This is an optimization exercise on Yosys and OpenROAD, whose aim is small area and a short achievable clock period, not a production implementation. No functional check of the RTL was part of any run shown here. Power and IR drop assume default switching activity.

## flow/flow/run.sh

```bash
#!/bin/bash
# Standard layout with two changes:
#  - the ABC script that maps the logic (ABC_AREA=1) is flow/abc_area.script,
#    an area-oriented mapping; the registers are untouched by it;
#  - plain buf_1 cells as the port buffers.
set -e
rm -rf scripts
cp -r "$FLOW_HOME/scripts" scripts
cp flow/abc_area.script scripts/abc_area.script
export BUFFER_PORTS_ARGS="-buffer_cell sky130_fd_sc_hd__buf_1"
bash standard.sh SCRIPTS_DIR="$PWD/scripts" finish > standard.log 2>&1
```

## flow/flow/abc_area.script

```
strash
dch
map -a
topo
stime -c
buffer -c
upsize -c
dnsize -c
```

## flow/standard.sh

```bash
#!/bin/bash
# synth_recipe.tcl (not shown) runs the flow's synth.tcl, then flattens the netlist and writes it again
# the make line also repeats each setting of config.mk as NAME=value (left out here)
make -C /OpenROAD-flow-scripts/flow DESIGN_CONFIG=/design/flow/config.mk WORK_HOME=/design/flow/orfs CLKGATE_MAP_FILE= SYNTH_SCRIPT=/design/flow/synth_recipe.tcl "${@:-finish}"
```

## flow/config.mk

```make
export PLATFORM = sky130hd
export DESIGN_NAME = adder
export DESIGN_NICKNAME = adder
export VERILOG_FILES = /design/flow/design.v
export SDC_FILE = /design/flow/constraint.sdc
export NUM_CORES = 4
export LEC_CHECK = 0
export ABC_AREA = 1
export CAP_MARGIN = 20
export CORE_MARGIN = 2
export CORE_UTILIZATION = 40
export CTS_BUF_LIST = sky130_fd_sc_hd__clkbuf_4 sky130_fd_sc_hd__clkbuf_8
export SETUP_SLACK_MARGIN = 1.3
export SLEW_MARGIN = 20
```

## flow/constraint.sdc

```tcl
create_clock -name core_clock -period 4.0 [get_ports {clk}]
set_input_delay 0.8000 -clock core_clock [delete_from_list [all_inputs] [get_ports {clk}]]
set_output_delay 0.8000 -clock core_clock [all_outputs]
set_load 0.01 [all_outputs]
```

## flow/design.v

```verilog
module adder(clk, rst, in_valid, operand_1, operand_2, out_valid, Sum);
input clk;
input rst;
input in_valid;
input [31:0] operand_1;
input [31:0] operand_2;
output out_valid;
output [31:0] Sum;
reg [1:0] valid;
always @(posedge clk)
    if (rst) valid <= 0;
    else valid <= {valid[0:0], in_valid};
assign out_valid = valid[1];
wire [30:0] op2_iw = operand_2[30:0];
wire [31:0] a = operand_1;
wire [30:0] b = op2_iw;
wire [8:0] d12 = {1'b0, a[30:23]} - {1'b0, b[30:23]};
wire [7:0] d21 = b[30:23] - a[30:23];
wire ge = ~d12[8];
wire [7:0] dd = ge ? d12[7:0] : d21;
wire [0:0] sgn_aw = a[31];
wire [7:0] emax_aw = ge ? a[30:23] : b[30:23];
wire [22:0] fb_aw = ge ? a[22:0] : b[22:0];
wire [22:0] fs_aw = ge ? b[22:0] : a[22:0];
wire [4:0] sh_aw = dd[4:0];
wire [0:0] shz_aw = (dd[7:5] != 3'd0) || (dd[4:3] == 2'b11);
wire [23:0] x0 = {1'b1, fs_aw};
wire [23:0] x1 = sh_aw[0] ? (x0 >> 1) : x0;
wire [23:0] x2 = sh_aw[1] ? (x1 >> 2) : x1;
wire [23:0] x3 = sh_aw[2] ? (x2 >> 4) : x2;
reg [0:0] sgn_s3;
reg [7:0] emax_s3;
reg [22:0] fb_s3;
reg [23:0] xs_s3;
reg [4:0] sh_s3;
reg [0:0] shz_s3;
always @(posedge clk) begin
    sgn_s3 <= sgn_aw;
    emax_s3 <= emax_aw;
    fb_s3 <= fb_aw;
    xs_s3 <= x3;
    sh_s3 <= sh_aw;
    shz_s3 <= shz_aw;
end
wire [23:0] xz3 = shz_s3 ? 24'd0 : xs_s3;
wire [23:0] x4 = sh_s3[3] ? (xz3 >> 8) : xz3;
wire [23:0] x5 = sh_s3[4] ? (x4 >> 16) : x4;
wire [23:0] sml = x5;
wire [24:0] ms = {1'b1, fb_s3} + sml;
reg [0:0] sgn_c;
reg [7:0] emax_c;
reg [23:0] ms_c;
always @(posedge clk) begin
    sgn_c <= sgn_s3;
    emax_c <= emax_s3;
    ms_c <= ms[24:1];
end
wire [23:0] msn = ms_c;
wire [7:0] e = emax_c + {7'd0, msn[23]};
wire [22:0] f = msn[23] ? msn[22:0] : {msn[21:0], 1'b0};
wire [31:0] res_dw = {sgn_c, e, f};
assign Sum = res_dw;
endmodule
```

==> summary.txt, run 1 <==
* # setup viols final at 0
* Post-layout nets at ~1100
* Status: finished clean
* DP HPWL at approximately 11 mm
* Root Driver: clkbuf_8
* Mapped cell area at ~0.006 mm^2
* Synth async-reset ratio at 0%
* Multiplexer share of the synthesized area at roughly 4.6%
* Vias per cell at ~5
* Crit path cell chain: buf_8 > inv_4 > ha_4 > inv_2 > fa_2 > a21oi_2 > o21bai_2 > nand4_2 > nand3_4 > buf_12 > clkbuf_16 > nor2_4 > a21oi_4 > mux2i_2 > mux2i_4 > mux2i_1
* CP Capture Type: flop
* Hold Path Class: flop to flop
* Clock-pin slew on the worst setup and hold paths at about 0.090 ns
* Die Wd at between 100 and 150 um
* Synth top cells by count: nand2_1 (177), a21oi_1 (109), dfxtp_1 (94), nor2_1 (94), inv_1 (79)
* Area leader, netlist: dfxtp_1
* N_diodes at 0
* Max VDD drop at between 0.2 and 0.25 mV
* Quantity of I/O buffers inserted on ports at 98
* First-pass iteration count of the detailed router at 6
* FP Rows at 44
* Max incr delay on CP at 0.35 ns
* RR Startpoint: sh_s3[3]
* Final wirelength at ~17 mm
* Critical Path RT at between 4 and 5 ns
* Leakage at around 3.5 nW
* Largest net degree at the start of global routing at a little over 40
* WL/cell at roughly 15 um
* CTS sink count at 94
* RSZ-0062 raised after global routing: yes
* Met2 wire len at between 8 and 9 mm
* Final Hold Violating Endpoints at 0
* Simple-gate share of the synthesized area at between 20% and 30%
* Overflow after GRT at 0
* Max layer used: met4
* Routed wl met3 at approximately 910 um
* Fin cells at approximately 1100
* Vias at between 5000 and 6000
* Post-synth EDFFs at 0
* Placed Cells incl. Taps at roughly 1100
* Area fraction in compound gates after synthesis at 18.5%
* Fill cells at 1378
* Die Y at around 120 um
* Boundary Pins at 100
* Worst Setup Start Kind: primary input
* Power Density at between 500 and 600 mW/mm^2
* Post-route ant nets at 0
* Fin crit period at 2.74 ns
* CP max stage cell: fa_2
* Max-cap violations at 0
* Syn Nets at slightly above 900
* Vias in the first global route at roughly 5000
* Post-synth cell types at 43
* Clock Path Buffers at 2
* Startpoint of the worst hold path: emax_s3[1]
* Met1 wire length at approximately 7.6 mm
* Post-synthesis sequential area ratio at 32.3%
* Avg Cell Area, Syn at just over 7 um^2
* TNS Setup at 0 ns
* Worst EP arrival at just over 3 ns
* Largest family of logic cells by synthesized area: simple AND/OR/NAND/NOR gates
* Yosys warnings at 1
* Clock latency on the worst-skew pair at 0.39 ns
* All-layer global routing usage at between 10% and 20%
* Ys flop type: dfxtp_1
* Final Skew at 0.0131 ns
* Share of layout cells above drive strength 1 at 20.9%
* Die area at approximately 0.016 mm^2
* Gpl congestion at slightly above 0.9
* Main area contributors after synthesis: dfxtp_1 (32%), nand2_1 (11%), a21oi_1 (9.4%), ha_1 (8.4%), nor2_1 (6.1%)
* Total power draw at roughly 0.004 W
* H-tree depth at 3
* CP startpoint: operand_1[23]
* DRC Markers at 0
* Final Util at 54.1%
* Cell with the most instances after synthesis: nand2_1
* Initial antenna violation count at 0
* Least-Margin Pin Slew at 0.527 ns
* FMAX at between 300 and 400 MHz
* First-pass GRT wire length at about 25 mm
* Yosys top cell area share at approximately 32%
* Synthesis-to-layout area growth at 33.2%
* Worst-path maximum fanout at 8
* Hold slack at 0.333 ns
* Num CTS Buffers at 9
* XOR/XNOR Fraction of Synth Area at ~5.2%
* CTS tree: built
* Relative slew margins at 64.9%
* Adder-cell area share of the yosys netlist at under 10%
* Final Cycle Share at 68.6%
* Post-Synthesis Cells at roughly 820
* Initial core utilization at 40.6%
* Cts hold-fix bufs at 0
* Iteration-0 DRC Markers at about 290
* Final Max Slew Viols at 0
* Crit Path Category: primary input to flop
* Core Region at between 0.01 and 0.015 mm^2
* Yosys reg bits at 94
==> repair_timing <==
action	4_1_cts	5_1_grt
setup endpoints to repair	64	39
cloned	4	9
resized for setup	30	156
pin swaps	4	10
buffers inserted	12	24
==> sequential cells by signal, indices dropped and copies added, names as in the netlist <==
register,flops
emax_c,8
emax_s3,8
fb_s3,23
ms_c,24
sgn_c,1
sgn_s3,1
sh_s3,2
shz_s3,1
valid,2
xs_s3,24
==> worst max-delay path: cells and delay by family <==
kind	cells	cell delay, ns
AO/OA/AOI/OAI	3	0.32
multiplexers	3	0.57
adder cells (fa/ha/maj)	2	0.47
AND/OR/NAND/NOR	3	0.32
buffers and inverters	5	0.53
==> layer usage <==
metal / vias up / GRT usage [%]
met4: 0 / 6.94
li1: 2960 / -
met3: 39 / 2.92
met1: 2551 / 26.1
met5: - / 0
met2: 212 / 32.3
==> through the flow <==
stage | area, um^2 | setup slack (ns)
floorplan | 5870 | 1.31
detailed placement | 6320 | 0.429
global placement | 6320 | 0.433
CTS | 6780 | 1.28
finish | 7770 | 1.26
global route | 7770 | 1.16
==> cells in the final DEF, fill, tap and decap left out, types with 5 or more instances in the layout <==
master | netlist | layout
ha_1 | 39 | 34
a21oi_2 | 2 | 23
o21ai_2 | 0 | 9
nand2_1 | 177 | 170
inv_1 | 79 | 74
nand3_2 | 0 | 5
xnor2_1 | 12 | 12
a21oi_4 | 0 | 9
o21ai_0 | 49 | 36
buf_6 | 3 | 6
clkbuf_16 | 0 | 7
buf_1 | 4 | 92
dfxtp_1 | 94 | 91
nor2_4 | 0 | 5
inv_6 | 0 | 5
xor2_1 | 21 | 21
buf_4 | 6 | 30
a21oi_1 | 109 | 79
mux2i_4 | 0 | 9
nor2_2 | 0 | 11
clkbuf_8 | 0 | 10
inv_2 | 5 | 6
mux2i_1 | 27 | 10
o21ai_1 | 10 | 14
nor2_1 | 94 | 78
mux2i_2 | 0 | 8
nand3_1 | 27 | 23
==> area by class of cell <==
| type | count | area, um^2 | area share (%) |
|---|---|---|---|
| Multi-Input combinational cell | 609 | 4060 | 52.2 |
| Sequential cell | 94 | 1890 | 24.4 |
| Timing Repair Buffer | 149 | 1010 | 13.0 |
| Inverter | 87 | 358 | 4.61 |
| Tap cell | 184 | 230 | 2.96 |
| Clock buffer | 10 | 138 | 1.77 |
| Clock inverter | 6 | 72.6 | 0.934 |
| Timing Repair inverter | 1 | 7.51 | 0.0966 |
==> final timing paths <==
| kind | endpoint | slack, ns | depth (start not counted) |
|---|---|---|---|
| hold reg to reg | emax_c[1] | 0.33 | 0 |
| setup reg to reg | ms_c[17] | 1.40 | 13 |
| hold / removal | emax_c[1] | 0.33 | 0 |
| setup / recovery | xs_s3[8] | 1.26 | 16 |
==> logic make-up after synthesis <==
group	after synthesis
compound gates	197
mux	27
flops	94
simple gates	307
buf+inv	122
fa+ha+maj	42
xor+xnor	34
==> where the power goes <==
part / internal, W / switching, W
logic: 0.000775 / 0.00110
clock network: 0.000315 / 0.000353
registers: 0.00121 / 0.000159
total: 0.00230 / 0.00162
==> run 2, diff against run 1 <==
==> flow/flow/abc_area.script (replaced) <==
strash
dch
amap
topo
stime -c
buffer -c
upsize -c
dnsize -c
==> run 2 against run 1 <==
Compared with the run above: clock skew increased by 0.0014 ns; non-clock buffer count increased by 18; first-iteration DRC count increased by 1.7%; still clean on timing, DRC and antenna; global-route usage increased by 3.1 points; critical path depth decreased by 2; clock power decreased by 12%; wire length increased by 2.4%; total power decreased by 6.7%; utilization increased by 4.5 points; area after synthesis decreased by 5.8%; setup slack got worse by 0.32 ns; final cell count decreased by 11%; critical path type is now flop to flop.
==> summary.txt, run 2 <==
* Status: finished clean
* Final Hold Violating Endpoints at 0 (unchanged)
* Cell with the most instances after synthesis: dfxtp_1
* Root Driver: clkbuf_8
* Vias per cell at 5.68 (+12%)
* Avg Cell Area, Syn at 7.79 um^2 (+10%)
* TNS Setup at 0 ns (unchanged)
* Total power draw at 0.00365 W (-6.7%)
* Synth async-reset ratio at 0% (unchanged)
* CTS sink count at 94 (unchanged)
* Post-Synthesis Cells at 705 (-14%)
* Num CTS Buffers at 9 (unchanged)
* Placed Cells incl. Taps at 943 (-12%)
* Yosys warnings at 1 (unchanged)
* Die area at 0.0147 mm^2 (-5.6%)
* Least-Margin Pin Slew at 0.627 ns (+0.101 ns)
* Final wirelength at 17.5 mm (+2.4%)
* Worst-path maximum fanout at 6 (-2)
* Gpl congestion at 0.950 (+3.4%)
* Iteration-0 DRC Markers at 298 (+1.7%)
* Clock-pin slew on the worst setup and hold paths at 0.09 ns (about the same)
* Clock Path Buffers at 2 (unchanged)
* Critical path's most frequent cell: o31ai_4
* Critical Path RT at 4.27 ns (-0.03 ns)
* Area leader, netlist: dfxtp_1
* Syn Nets at 814 (-13%)
* Initial core utilization at 41.2% (+0.58 points)
* Vias in the first global route at 5387 (+6.7%)
* Max-cap violations at 0 (unchanged)
* Commonest cells after routing, fill and taps aside: dfxtp_1 (91), buf_1 (90), inv_1 (71)
* FP Rows at 42 (-4.5%)
* Clock latency on the worst-skew pair at 0.37 ns (-0.02 ns)
* Biggest regs: ms_c: 24 flops, xs_s3: 24 flops, fb_s3: 23 flops
* Max VDD drop at 0.239 mV (+6.4%)
* Final Max Slew Viols at 0 (unchanged)
* Final Util at 58.5% (+4.5 points)
* Share of layout cells above drive strength 1 at 27.4% (+6.4 points)
* Max incr delay on CP at 0.38 ns (+0.03 ns)
* FF-to-FF path depth at 14 (+1)
* Vias at 5794 (+0.56%)
* Power Density at 468 mW/mm^2 (-7.2%)
* First-pass iteration count of the detailed router at 5 (-1)
* Yosys reg bits at 94 (unchanged)
* Placed cell areas at 0.00613 mm^2 (-3.0%)
* Initial antenna violation count at 0 (unchanged)
* Fin crit period at 3.07 ns (+0.321 ns)
* DP HPWL at 12.1 mm (+6.3%)
* Fin cells at 1020 (-11%)
* Post-layout nets at 948 (-11%)
* Worst Hold Depth at 0 (unchanged)
* Worst Setup Start Kind: flop
* CP Capture Type: flop
* Finished Cell Area at 0.00782 mm^2 (+0.60%)
* Crit Path Category: flop to flop
* RSZ-0062 raised after global routing: yes
* Main area contributors after synthesis: dfxtp_1 (34%), o22ai_1 (9.8%), ha_1 (8.9%), inv_1 (5.7%), o21ai_0 (4.6%)
* Post-route ant nets at 0 (unchanged)
* N_diodes at 0 (unchanged)
* Final Skew at 0.0145 ns (+0.00141 ns)
* Quantity of I/O buffers inserted on ports at 98 (unchanged)
* Die Y at 121 um (-2.8%)
* Core Region at 0.0133 mm^2 (-7.1%)
* Final Cycle Share at 76.6% (+8.0 points)
* FMAX at 326 MHz (-10%)
* Ys flop type: dfxtp_1
* Mapped cell area at 0.00549 mm^2 (-5.8%)
* # setup viols final at 0 (unchanged)
* DRC Markers at 0 (unchanged)
* WL/cell at 17.1 um (+14%)
* Relative slew margins at 58.1% (-6.7 points)
* Synth top cells by count: dfxtp_1 (94), o22ai_1 (86), inv_1 (83), nor2_1 (62), o21ai_0 (51)
* Overflow after GRT at 0 (unchanged)
* Boundary Pins at 100 (unchanged)
* Cts hold-fix bufs at 0 (unchanged)
* Hold Path Class: flop to flop
* Synthesis-to-layout area growth at 42.2%
* Leakage at 3.16 nW (-9.9%)
* Die Wd at 121 um (-2.8%)
* Post-synth cell types at 46 (+7.0%)
* Worst EP arrival at 3.34 ns (+0.30 ns)
* Largest net degree at the start of global routing at 26 (-37%)
* CP max stage cell: dfxtp_4
* All-layer global routing usage at 22.7% (+3.1 points)
* Crit path cell chain: buf_6 > or2_4 > o22ai_4 > inv_2 > fa_2 > nor2_4 > a221oi_4 > o31ai_4 > and3_4 > nor2b_4 > o31ai_4 > nor3b_4 > nor2_2 > o311ai_1
* Post-synthesis sequential area ratio at 34.3% (+2.0 points)
* First-pass GRT wire length at 26.3 mm (+6.8%)
* H-tree depth at 3 (unchanged)
* CTS tree: built
* Commonest non-fill, non-tap cell in the layout: dfxtp_1
* Post-synth EDFFs at 0 (unchanged)
* Yosys top cell area share at 34.3% (+2.0 points)
[run 2: cell types whose count changed after synthesis, moves of 24 or more]
| cell | before | now |
|---|---|---|
| o22ai_1 | 2 | 86 |
| nand3_1 | 27 | 3 |
| clkbuf_1 | 13 | 38 |
| mux2i_1 | 27 | 0 |
| nand2_1 | 177 | 49 |
| o22a_1 | 0 | 29 |
| a21oi_1 | 109 | 43 |
| nor2_1 | 94 | 62 |
[run 2: final timing paths]
path	start	to	slack [ns]
max reg2reg	shz_s3	ms_c[23]	0.93
min	sgn_s3	sgn_c	0.33
min reg2reg	sgn_s3	sgn_c	0.33
max	shz_s3	ms_c[23]	0.93
[run 2: cell type report]
class | instances | area, um^2
Tap cell | 176 | 220
Timing Repair Buffer | 167 | 1280
Clock inverter | 5 | 41.3
Timing Repair inverter | 4 | 30.0
Clock buffer | 11 | 145
Sequential cell | 94 | 1890
Multi-Input combinational cell | 477 | 3850
Inverter | 86 | 358
Fill cell | 1192 | 5530
[run 2: where the power goes]
part | switching (W) | internal (W) | total [W] | leakage (nW)
Combinational | 0.00101 | 0.000809 | 0.00182 | 2.28
Clock | 0.000333 | 0.000255 | 0.000589 | 0.0900
Sequential | 0.0000851 | 0.00116 | 0.00124 | 0.791
Total | 0.00143 | 0.00222 | 0.00365 | 3.16
[run 2: kinds of logic after synthesis]
logic type	count (synthesis)	synth area share [%]
flops	94	34.3
buf+inv	134	9.25
compound gates	282	34.3
xor+xnor	1	0.159
simple gates	152	12.0
fa+ha+maj	42	9.98
[run 2: metal layers]
layer	routed length (um)	vias up	track usage (%)
li1	-	2830	-
met1	7780	2660	29.6
met2	8080	255	37.4
met3	1010	49	3.95
met4	595	0	8.41
met5	0	-	0
[run 2: repair_timing]
action	CTS	global route
buffers inserted	28	20
gates cloned	9	4
resized for setup	115	72
endpoints found under the setup margin	41	40
pin swaps	42	28
[run 2: per-stage QoR]
stage / hold slack, ns / worst slack (ns)
floorplan: 0.310 / 1.01
global placement: 0.310 / 0.539
detailed placement: 0.312 / 0.485
CTS: 0.334 / 0.926
global route: 0.343 / 0.767
finish: 0.333 / 0.935
[run 2: critical path: cells and delay by family, from the launching register on]
| kind | cells | cell delay, ns |
|---|---|---|
| compound gates | 5 | 0.93 |
| fa+ha+maj | 1 | 0.37 |
| buf+inv | 2 | 0.18 |
| flops | 1 | 0.38 |
| simple gates | 6 | 1.10 |
==> run 3, diff against run 2 <==
==> flow/design.v (replaced) <==
module adder(clk, rst, in_valid, operand_1, operand_2, out_valid, Sum);
input clk;
input rst;
input in_valid;
input [31:0] operand_1;
input [31:0] operand_2;
output out_valid;
output [31:0] Sum;
reg [2:0] valid;
always @(posedge clk)
    if (rst) valid <= 0;
    else valid <= {valid[1:0], in_valid};
assign out_valid = valid[2];
wire [30:0] op2_iw = operand_2[30:0];
wire [31:0] a = operand_1;
wire [30:0] b = op2_iw;
wire [8:0] d12 = {1'b0, a[30:23]} - {1'b0, b[30:23]};
wire [7:0] d21 = b[30:23] - a[30:23];
wire ge = ~d12[8];
wire [7:0] dd = ge ? d12[7:0] : d21;
reg [0:0] sgn_a;
reg [7:0] emax_a;
reg [22:0] fb_a;
reg [22:0] fs_a;
reg [4:0] sh_a;
reg [0:0] shz_a;
always @(posedge clk) begin
    sgn_a <= a[31];
    emax_a <= ge ? a[30:23] : b[30:23];
    fb_a <= ge ? a[22:0] : b[22:0];
    fs_a <= ge ? b[22:0] : a[22:0];
    sh_a <= dd[4:0];
    shz_a <= (dd[7:5] != 3'd0) || (dd[4:3] == 2'b11);
end
wire [23:0] x0 = shz_a ? 24'd0 : {1'b1, fs_a};
wire [23:0] x1 = sh_a[0] ? (x0 >> 1) : x0;
wire [23:0] x2 = sh_a[1] ? (x1 >> 2) : x1;
wire [23:0] x3 = sh_a[2] ? (x2 >> 4) : x2;
wire [23:0] x4 = sh_a[3] ? (x3 >> 8) : x3;
wire [23:0] x5 = sh_a[4] ? (x4 >> 16) : x4;
wire [23:0] sml = x5;
reg [0:0] sgn_b;
reg [7:0] emax_b;
reg [22:0] fb_b;
reg [23:0] sml_b;
always @(posedge clk) begin
    sgn_b <= sgn_a;
    emax_b <= emax_a;
    fb_b <= fb_a;
    sml_b <= sml;
end
wire [24:0] ms = {1'b1, fb_b} + sml_b;
reg [0:0] sgn_c;
reg [7:0] emax_c;
reg [23:0] ms_c;
always @(posedge clk) begin
    sgn_c <= sgn_b;
    emax_c <= emax_b;
    ms_c <= ms[24:1];
end
wire [23:0] msn = ms_c;
wire [7:0] e = emax_c + {7'd0, msn[23]};
wire [22:0] f = msn[23] ? msn[22:0] : {msn[21:0], 1'b0};
wire [31:0] res_dw = {sgn_c, e, f};
assign Sum = res_dw;
endmodule
==> flow/flow/run.sh (replaced) <==
#!/bin/bash
# Standard layout, with plain buf_1 cells as the port buffers.
export BUFFER_PORTS_ARGS="-buffer_cell sky130_fd_sc_hd__buf_1"
bash standard.sh > standard.log 2>&1
--- a/flow/config.mk
+++ b/flow/config.mk
@@ -11,4 +11,4 @@
 export CORE_UTILIZATION = 40
 export CTS_BUF_LIST = sky130_fd_sc_hd__clkbuf_4 sky130_fd_sc_hd__clkbuf_8
-export SETUP_SLACK_MARGIN = 1.3
+export SETUP_SLACK_MARGIN = 1.8
 export SLEW_MARGIN = 20
removed: flow/flow/abc_area.script
==> run 3 against run 2 <==
Compared with the run above: sequential share of layout area rose by 11 points; highest routed layer is now met5; sequential power rose by 65%; utilization is 12 points lower; cell area up 12%; largest cell class unchanged; register-to-register slack gained 1.0 ns; die area up 37%; setup slack improved by 0.55 ns; synthesized cell count up 48%; first-iteration DRC count up 48%; critical path depth decreased by 8; flip-flop and latch count rose by 59; combinational power about the same.
==> summary.txt, run 3 <==
* Status: finished clean
* Worst EP arrival at 1.71 ns (-1.63 ns)
* Mapped cell area at 0.00762 mm^2 (+39%)
* # setup viols final at 0 (unchanged)
* Post-synth EDFFs at 0 (unchanged)
* All-layer global routing usage at 18.9% (-3.7 points)
* H-tree depth at 4 (+1)
* Worst Setup Start Kind: flop
* Yosys top cell area share at 40.2% (+5.9 points)
* CTS tree: built
* Sequential Area at 0.00307 mm^2 (+62%)
* Max-cap violations at 0 (unchanged)
* CTS sink count at 153 (+63%)
* Final Max Slew Viols at 0 (unchanged)
* Clock-pin slew on the worst setup and hold paths at 0.09 ns (about the same)
* Post-route ant nets at 0 (unchanged)
* Root Driver: clkbuf_8
* Die Y at 142 um (+17%)
* Final Skew at 0.0121 ns (-0.00236 ns)
* TNS Setup at 0 ns (unchanged)
* Worst setup margin at 1.49 ns (+0.554 ns)
* Power Density at 584 mW/mm^2 (+25%)
* Relative slew margins at 39.3% (-19 points)
* FP Rows at 50 (+19%)
* Syn Nets at 1155 (+42%)
* Final Cycle Share at 62.8% (-14 points)
* Multi-input logic area at 0.00397 mm^2 (+3.2%)
* Post-synth cell types at 36 (-22%)
* RSZ-0062 raised after global routing: yes
* Avg Cell Area, Syn at 7.29 um^2 (-6.5%)
* Vias at 6859 (+18%)
* Post-Synthesis Cells at 1046 (+48%)
* Initial core utilization at 40.8% (-0.40 points)
* CP Capture Type: primary output
* N_diodes at 0 (unchanged)
* Post-synthesis sequential area ratio at 40.2% (+5.9 points)
* DRC Markers at 0 (unchanged)
* Synthesis-to-layout area growth at 15.0%
* Die Wd at 142 um (+17%)
* Yosys warnings at 1 (unchanged)
* Synth async-reset ratio at 0% (unchanged)
* Leakage at 4.19 nW (+33%)
* First-pass iteration count of the detailed router at 5 (unchanged)
* Vias in the first global route at 6326 (+17%)
* Share of layout cells above drive strength 1 at 8.20% (-19 points)
* Hold Path Class: flop to flop
* Fin crit period at 2.51 ns (-0.554 ns)
* Vias per cell at 4.97 (-13%)
* Final wirelength at 19.2 mm (+9.7%)
* Biggest regs: ms_c: 24 flops, sml_b: 24 flops
* Largest net degree at the start of global routing at 46 (+77%)
* WL/cell at 13.9 um (-19%)
* Die area at 0.0202 mm^2 (+37%)
* Main area contributors after synthesis: dfxtp_1 (40%), nand2_1 (12%), nand3_1 (8.1%), ha_1 (6.4%), inv_1 (6.2%)
* Iteration-0 DRC Markers at 440 (+48%)
* Final Hold Violating Endpoints at 0 (unchanged)
* Power share of the clock group at 24.4% (+8.3 points)
* Ys flop type: dfxtp_1
* FMAX at 398 MHz (+22%)
* Commonest non-fill, non-tap cell in the layout: nand2_1
* Clock Path Buffers at 2 (unchanged)
* Comb pwr share at 35.5% (-14 points)
* Hold slack at 0.332 ns (-0.00140 ns)
* Switching power at 0.00201 W (+41%)
* First-pass GRT wire length at 30.0 mm (+14%)
* Cell with the most instances after synthesis: nand2_1
* Boundary Pins at 100 (unchanged)
* Overflow after GRT at 0 (unchanged)
* Least-Margin Pin Slew at 0.909 ns (+0.282 ns)
* Internal power at 0.00311 W (+40%)
* Clock latency on the worst-skew pair at 0.47 ns (+0.10 ns)
* Num CTS Buffers at 17 (+8)
* Critical Path RT at 3.20 ns (-1.07 ns)
* Quantity of I/O buffers inserted on ports at 98 (unchanged)
* Flop pwr share at 40.1% (+6.0 points)
* Gpl congestion at 0.924 (-2.8%)
* Fill cells at 1903 (+60%)
* Initial antenna violation count at 1 (+1)
* DP HPWL at 14.0 mm (+16%)
* Dpl ws at 1.18 ns (+0.693 ns)
* Worst-path maximum fanout at 2 (-4)
* Post-layout nets at 1243 (+31%)
* Yosys reg bits at 153 (+63%)
* Commonest cells after routing, fill and taps aside: nand2_1 (251), dfxtp_1 (150), inv_1 (125)
* Synth top cells by count: nand2_1 (253), dfxtp_1 (153), inv_1 (126), nand3_1 (123), o21ai_0 (77)
* Area leader, netlist: dfxtp_1
* Crit Path Category: flop to primary output
* Sw frac at 39.3% (+0.12 points)
* Max VDD drop at 0.255 mV (+6.6%)
* Core Region at 0.0187 mm^2 (+40%)
## run 3: cell types whose count changed after synthesis, moves of 24 or more
cell	change
clkbuf_1	-24
dfxtp_1	+59
inv_1	+43
nand2_1	+204
nand3_1	+120
o211ai_1	+29
o21ai_0	+26
o22a_1	-29
o22ai_1	-86
## run 3: area by class of cell
type                    instances  area share, %
flip-flops and latches        153           35.0
clock buffers                  18           2.83
multi-input cells             722           45.3
well taps                     234           3.34
inverters                     128           5.49
repair buffers                112           5.99
clock inverters                14           2.04
## run 3: routing by layer
layer | vias to the layer above | global-route usage, % | wire length, um
li1 | 3589 | - | -
met1 | 3057 | 23.2 | 8670
met2 | 179 | 32.9 | 9140
met3 | 32 | 4.14 | 909
met4 | 2 | 6.32 | 425
met5 | - | 0 | 13
## run 3: cell families (layout without fill, tap and decap cells)
group / Yosys count / count (layout) / synth area share (%)
buffers and inverters: 174 / 272 / 9.65
adders and majority gates: 42 / 42 / 7.19
AOI/OAI and AO/OA: 174 / 174 / 13.1
DFF: 153 / 153 / 40.2
xor gates and xnor gates: 25 / 25 / 2.87
and+or+nand+nor: 477 / 480 / 26.9
muxes: 1 / 1 / 0.131
## run 3: repair_timing
action,4_1_cts,5_1_grt
buffers inserted,1,8
pin swaps,2,8
hold buffers,0,0
setup endpoints to repair,46,60
gates cloned,1,3
gates resized for setup,22,19
## run 3: per-stage QoR
step                utilization (%)  cell area [um^2]  instances  total power (W)
floorplan                         -              7630       1046          0.00337
global placement               43.1              8070       1336          0.00381
detailed placement             43.1              8070       1336          0.00383
CTS                            45.8              8570       1370          0.00510
global route                   46.9              8770       1381          0.00551
finish                         46.9              8770       1381          0.00512
## run 3: worst paths after layout
| check | startpoint | end | slack (ns) | cells after the start |
|---|---|---|---|---|
| min | emax_b[7] | emax_c[7] | 0.33 | 0 |
| min reg2reg | emax_b[7] | emax_c[7] | 0.33 | 0 |
| max reg2reg | shz_a | sml_b[10] | 1.97 | 11 |
| max | ms_c[23] | Sum[29] | 1.49 | 6 |
## run 3: worst max-delay path: stages, from the launching register on
cell and delay, ns:
dfxtp_4 0.39, ha_4 0.17, ha_4 0.15, nand3_2 0.10
nor2_2 0.12, xor2_1 0.16, buf_2 0.15
## run 3: power groups by stage
stage          clock (W)  combinational, W  sequential [W]
2_1_floorplan          0           0.00139         0.00199
3_3_place_gp           0           0.00173         0.00208
3_5_place_dp           0           0.00175         0.00208
4_1_cts          0.00128           0.00177         0.00205
5_1_grt          0.00134           0.00207         0.00209
6_report         0.00125           0.00182         0.00205

==> static timing again, ports no longer ideal <==
In the flow no input, the clock included, has a driving cell. The finished layouts below were timed again as built, in two steps. Step 1 (the two cells are an assumption about what drives the block):
set clk [get_ports {clk}]
set_driving_cell -lib_cell sky130_fd_sc_hd__clkbuf_16 $clk
set_driving_cell -lib_cell sky130_fd_sc_hd__buf_2 [delete_from_list [all_inputs] $clk]
Step 2 moves the port delays by t, midway between the first and last clock arrival at a register: inputs arrive t later, outputs are due t later. That takes back most of the time a late clock gives input paths. a / b / c = ideal / step 1 / step 2; a / b = the first two.
| run | t, ns | setup WS [ns] | worst setup path at the end | worst register clock-pin slew, ns | cell pins on the clock port's net |
|---|---|---|---|---|---|
| run 1 | 0.421 | 1.256 / 1.255 / 0.834 | input to register | 0.10 / 0.10 | 1 |
| run 2 | 0.399 | 0.935 / 0.935 / 0.609 | input to register | 0.10 / 0.10 | 1 |
| run 3 | 0.502 | 1.489 / 1.451 / 1.463 | input to register | 0.09 / 0.09 | 1 |
After both steps every run listed still meets setup and hold. For run 1, which loses most, drivers alone change the setup slack by -0.001 ns; drivers and shift together by -0.422 ns.
